Background: an optimization exercise with open tools, aiming at small area. Do not read the settings as production practice. The RTL was checked by simulation tests, not by an equivalence proof against the original design. Power figures rest on the tool's default switching activity, not on a simulated workload.

==> 08-03: inputs <==
==> flow/design.v <==
module window_gen #(
    parameter int DATA_W = 8,
    parameter int IMG_W  = 32
)(
    input  logic              clk,
    input  logic              pixel_vld,
    input  logic [DATA_W-1:0] pixel_in,
    output logic [DATA_W-1:0] tap32,
    output logic [DATA_W-1:0] tap64
);
    logic [DATA_W-1:0] sr [0:2*IMG_W-1];
    always_ff @(posedge clk) begin
        if (pixel_vld) begin
            sr[0] <= pixel_in;
            for (int i = 1; i < 2*IMG_W; i++)
                sr[i] <= sr[i-1];
        end
    end
    assign tap32 = sr[IMG_W-1];
    assign tap64 = sr[2*IMG_W-1];
endmodule
module gaussian_blur (
  input  logic        clk,
  input  logic        rst_n,
  input  logic [7:0]  pixel_in,
  input  logic        pixel_vld,
  output logic [7:0]  pixel_out,
  output logic        pixel_vld_out
);
  localparam int IMG_W = 32;
  localparam int IMG_H = 24;
  logic [7:0] tap32, tap64;
  window_gen #(.DATA_W(8), .IMG_W(IMG_W)) win0 (
    .clk      (clk),
    .pixel_vld(pixel_vld),
    .pixel_in (pixel_in),
    .tap32    (tap32),
    .tap64    (tap64)
  );
  logic [8:0]  cs_s;
  logic [9:0]  cs_c;
  logic [10:0] rc0;
  logic [9:0]  vin;
  assign cs_s[0] = tap64[0] ^ pixel_in[0];
  assign cs_c[0] = 1'b0;
  assign cs_c[1] = tap64[0] & pixel_in[0];
  for (genvar i = 1; i < 8; i++) begin : g_csa0
    assign {cs_c[i+1], cs_s[i]} = tap64[i] + pixel_in[i] + tap32[i-1];
  end
  assign cs_s[8] = tap32[7];
  assign cs_c[9] = 1'b0;
  assign rc0[0] = 1'b0;
  for (genvar i = 0; i < 10; i++) begin : g_cpa0
    logic a;
    assign a = (i < 9) ? cs_s[i] : 1'b0;
    assign {rc0[i+1], vin[i]} = a + cs_c[i] + rc0[i];
  end
  logic [9:0] v0, v1, v2;
  always_ff @(posedge clk) begin
    if (pixel_vld) begin
      v0 <= vin;
      v1 <= v0;
      v2 <= v1;
    end
  end
  logic [11:0] sum;
  logic [10:0] ss_s;
  logic [11:0] ss_c;
  logic [12:0] rc1;
  assign ss_s[0] = v2[0] ^ v0[0];
  assign ss_c[0] = 1'b0;
  assign ss_c[1] = v2[0] & v0[0];
  for (genvar i = 1; i < 10; i++) begin : g_csa1
    assign {ss_c[i+1], ss_s[i]} = v2[i] + v0[i] + v1[i-1];
  end
  assign ss_s[10] = v1[9];
  assign ss_c[11] = 1'b0;
  assign rc1[0] = 1'b0;
  for (genvar i = 0; i < 12; i++) begin : g_cpa1
    logic a;
    assign a = (i < 11) ? ss_s[i] : 1'b0;
    assign {rc1[i+1], sum[i]} = a + ss_c[i] + rc1[i];
  end
  logic [1:0] vld_pipe;
  always_ff @(posedge clk or negedge rst_n) begin
    if (!rst_n) begin
      vld_pipe      <= 2'b0;
      pixel_vld_out <= 1'b0;
    end else begin
      vld_pipe      <= {vld_pipe[0], pixel_vld};
      pixel_vld_out <= vld_pipe[1];
    end
  end
  logic [$clog2(IMG_W)-1:0] col_cnt;
  logic [$clog2(IMG_H)-1:0] row_cnt;
  always_ff @(posedge clk or negedge rst_n) begin
    if (!rst_n) begin
      col_cnt <= '0;
      row_cnt <= '0;
    end else if (vld_pipe[1]) begin
      col_cnt <= col_cnt + 1'b1;
      if (&col_cnt)
        row_cnt <= (row_cnt == 5'(IMG_H-1)) ? '0 : row_cnt + 1'b1;
    end
  end
  always_ff @(posedge clk) begin
    if (row_cnt == 0)
      pixel_out <= sum[9:2];
    else
      pixel_out <= sum[11:4];
  end
endmodule
==> flow/flow/run.sh <==
#!/bin/bash
# Own layout flow: the standard ORFS flow with small port buffers and a
# lean clock tree (no dummy clock loads). Tool output goes to standard.log.
set -euo pipefail
export BUFFER_PORTS_ARGS="-buffer_cell sky130_fd_sc_hd__buf_1"
export CTS_ARGS="-sink_clustering_enable -repair_clock_nets -dont_use_dummy_load -buf_list sky130_fd_sc_hd__clkbuf_8 -sink_clustering_size 20 -sink_clustering_max_diameter 60"
bash standard.sh > standard.log 2>&1
==> flow/standard.sh <==
#!/bin/bash
# synth_recipe.tcl (not shown) runs the flow's synth.tcl, then flattens the netlist and writes it again
# the make line also repeats each setting of config.mk as NAME=value (left out here)
make -C /OpenROAD-flow-scripts/flow DESIGN_CONFIG=/design/flow/config.mk WORK_HOME=/design/flow/orfs CLKGATE_MAP_FILE= SYNTH_SCRIPT=/design/flow/synth_recipe.tcl "${@:-finish}"
==> flow/config.mk <==
export PLATFORM = sky130hd
export DESIGN_NAME = gaussian_blur
export DESIGN_NICKNAME = gaussian_blur
export VERILOG_FILES = /design/flow/design.v
export SDC_FILE = /design/flow/constraint.sdc
export NUM_CORES = 4
export LEC_CHECK = 0
export CAP_MARGIN = 20
export CORE_MARGIN = 2
export CORE_UTILIZATION = 40
export GPL_ROUTABILITY_DRIVEN = 0
export GPL_TIMING_DRIVEN = 0
export SLEW_MARGIN = 20
==> flow/constraint.sdc <==
create_clock -name core_clock -period 5.0 [get_ports {clk}]
set_input_delay 1.0000 -clock core_clock [delete_from_list [all_inputs] [get_ports {clk}]]
set_output_delay 1.0000 -clock core_clock [all_outputs]
set_load 0.01 [all_outputs]
==> inputs of 11-07, as changes to 08-03 <==
==> flow/design.v, changed modules only <==
module window_gen #(
    parameter int DATA_W = 8,
    parameter int IMG_W  = 32
)(
    input  logic              clk,
    input  logic              pixel_vld,
    input  logic [DATA_W-1:0] pixel_in,
    output logic [DATA_W-1:0] tap0,
    output logic [DATA_W-1:0] tap32,
    output logic [DATA_W-1:0] tap64
);
    logic [DATA_W-1:0] sr [0:2*IMG_W];
    always_ff @(posedge clk) begin
        if (pixel_vld) begin
            sr[0] <= pixel_in;
            for (int i = 1; i <= 2*IMG_W; i++)
                sr[i] <= sr[i-1];
        end
    end
    assign tap0  = sr[0];
    assign tap32 = sr[IMG_W];
    assign tap64 = sr[2*IMG_W];
endmodule
module gaussian_blur (
  input  logic        clk,
  input  logic        rst_n,
  input  logic [7:0]  pixel_in,
  input  logic        pixel_vld,
  output logic [7:0]  pixel_out,
  output logic        pixel_vld_out
);
  localparam int IMG_W = 32;
  localparam int IMG_H = 24;
  logic [7:0] tap0, tap32, tap64;
  logic [9:0] v0;           
  logic [9:0] v1, v2;       
  window_gen #(.DATA_W(8), .IMG_W(IMG_W)) win0 (
    .clk      (clk),
    .pixel_vld(pixel_vld),
    .pixel_in (pixel_in),
    .tap0     (tap0),
    .tap32    (tap32),
    .tap64    (tap64)
  );
  assign v0 = {2'b00, tap64} + {1'b0, tap32, 1'b0} + {2'b00, tap0};
  always_ff @(posedge clk) begin
    if (pixel_vld) begin
      v1 <= v0;
      v2 <= v1;
    end
  end
  logic [11:0] sum;
  assign sum = {2'b00, v2} + {1'b0, v1, 1'b0} + {2'b00, v0};
  logic [1:0] vld_pipe;
  always_ff @(posedge clk or negedge rst_n) begin
    if (!rst_n) begin
      vld_pipe      <= 2'b0;
      pixel_vld_out <= 1'b0;
    end else begin
      vld_pipe      <= {vld_pipe[0], pixel_vld};
      pixel_vld_out <= vld_pipe[1];
    end
  end
  logic [$clog2(IMG_W)-1:0] col_cnt;
  logic [$clog2(IMG_H)-1:0] row_cnt;
  always_ff @(posedge clk or negedge rst_n) begin
    if (!rst_n) begin
      col_cnt <= '0;
      row_cnt <= '0;
    end else if (vld_pipe[1]) begin
      col_cnt <= col_cnt + 1'b1;
      if (&col_cnt)
        row_cnt <= (row_cnt == IMG_H-1) ? '0 : row_cnt + 1'b1;
    end
  end
  always_ff @(posedge clk) begin
    if (row_cnt == 0)
      pixel_out <= sum[9:2];
    else
      pixel_out <= sum[11:4];
  end
endmodule
==> flow/run.sh (new file) <==
#!/bin/bash
# synth_recipe.tcl (not shown) runs the flow's synth.tcl, then flattens the netlist and writes it again
# the make line also repeats each setting of config.mk as NAME=value (left out here)
make -C /OpenROAD-flow-scripts/flow DESIGN_CONFIG=/design/flow/config.mk WORK_HOME=/design/flow/orfs CLKGATE_MAP_FILE= SYNTH_SCRIPT=/design/flow/synth_recipe.tcl finish
Settings changed: CORE_UTILIZATION 40 to 70, CTS_BUF_LIST set to sky130_fd_sc_hd__clkbuf_8, CTS_CLUSTER_DIAMETER set to 60, CTS_CLUSTER_SIZE set to 20, GPL_ROUTABILITY_DRIVEN 0 to unset, GPL_TIMING_DRIVEN 0 to unset.
removed: flow/flow/run.sh
removed: flow/standard.sh
==> inputs of 06-11, as changes to 08-03 <==
Settings changed: CORE_UTILIZATION 40 to 55, GPL_ROUTABILITY_DRIVEN 0 to unset, GPL_TIMING_DRIVEN 0 to unset.
==> notes <==
Clock power is about the same in 06-11 and 08-03. First-iteration DRC count: 11-07 > 08-03 > 06-11. In 06-11 the worst hold slack is lower than in 11-07, by 6.1 ps. Against 08-03, the clock-buffer cell count of 11-07 is higher by 2. Utilization, lowest first: 08-03, 06-11, 11-07. Cell count: 08-03 is higher than 11-07 (about 10%). The highest via count belongs to 11-07, the lowest to 06-11. Between 06-11 and 08-03, the lower global-route usage is in 08-03 (gap 3.2 points). 06-11 completed without violations. 08-03 completed without violations. 11-07 finished with timing, DRC and antenna clean. Critical path depth: 11-07 is higher than 06-11 (7). Clock skew: 06-11 > 08-03 > 11-07.
==> figures <==
item                                                                06-11        11-07        08-03
Adder and majority gate portion of the synthesized area             3.95%        3.38%        3.95%
Repair and plain buffers                                               30           24           38
Final cycle utilization of the critical path                        97.3%        93.2%        96.6%
Clock tree cell share of total cell area                            2.53%        3.25%        2.47%
Total power                                                       8.11 mW      9.22 mW      8.16 mW
Count of inverters other than clock inverters in the layout             8           52            8
Number of enable flip-flop cells after synthesis                      542          540          542
Die outline area                                              0.0338 mm^2  0.0276 mm^2  0.0462 mm^2
Well Taps                                                             402          335          592
R2R Setup Slk                                                      140 ps       340 ps       170 ps
Sink Count                                                            563          561          563
Sequential share of power                                           70.2%        61.5%        69.7%
Status                                           timing/DRC/antenna clean  timing/DRC/antenna clean  timing/DRC/antenna clean
First-pass GRT wire length                                       32000 um     34500 um     33200 um
Number of setup buffers added after CTS                                 0            0            1
Final critical-path setup slack                                    136 ps       342 ps       168 ps
Maximum number of pins on one net before global-route repair          107          130           38
Asr flop ratio synth                                                2.31%        2.32%        2.31%
Proportion of cell area occupied by multi-input gates               5.41%        7.51%        5.28%
Internal cell power                                               6.45 mW      6.95 mW      6.47 mW
Instance count of the mapped netlist                                  646          783          646

what the ideal ports hide:
The flow's constraints put no driver on any port. The routed layouts listed below were extracted and timed again, unchanged, in two steps.
Step 1 assumes that a clkbuf_16 drives the clock port and a buf_2 every other input.
Step 2 adds t to the input delays and takes it off the output delays; t is the mean of the earliest and latest rising clock arrival at the registers after step 1. Input paths then give back, and output paths get back, about the clock's delay inside the block.
Slacks: ideal ports / drivers / drivers and shift; pairs: ideal ports / drivers.
run	t, ns	setup slack, ns	latest minus earliest clock arrival (ns)	cell pins on the clock port's net
08-03	0.605	0.168 / 0.168 / -0.185	0.062 / 0.063	1
11-07	0.596	0.342 / 0.342 / 0.342	0.022 / 0.022	1
06-11	0.581	0.136 / 0.136 / -0.145	0.072 / 0.071	1
Met with ideal ports but missed after step 2: setup timing in 08-03 and 06-11. For 08-03, which loses most, drivers alone change the setup slack by 0.000 ns; drivers and shift together by -0.353 ns.
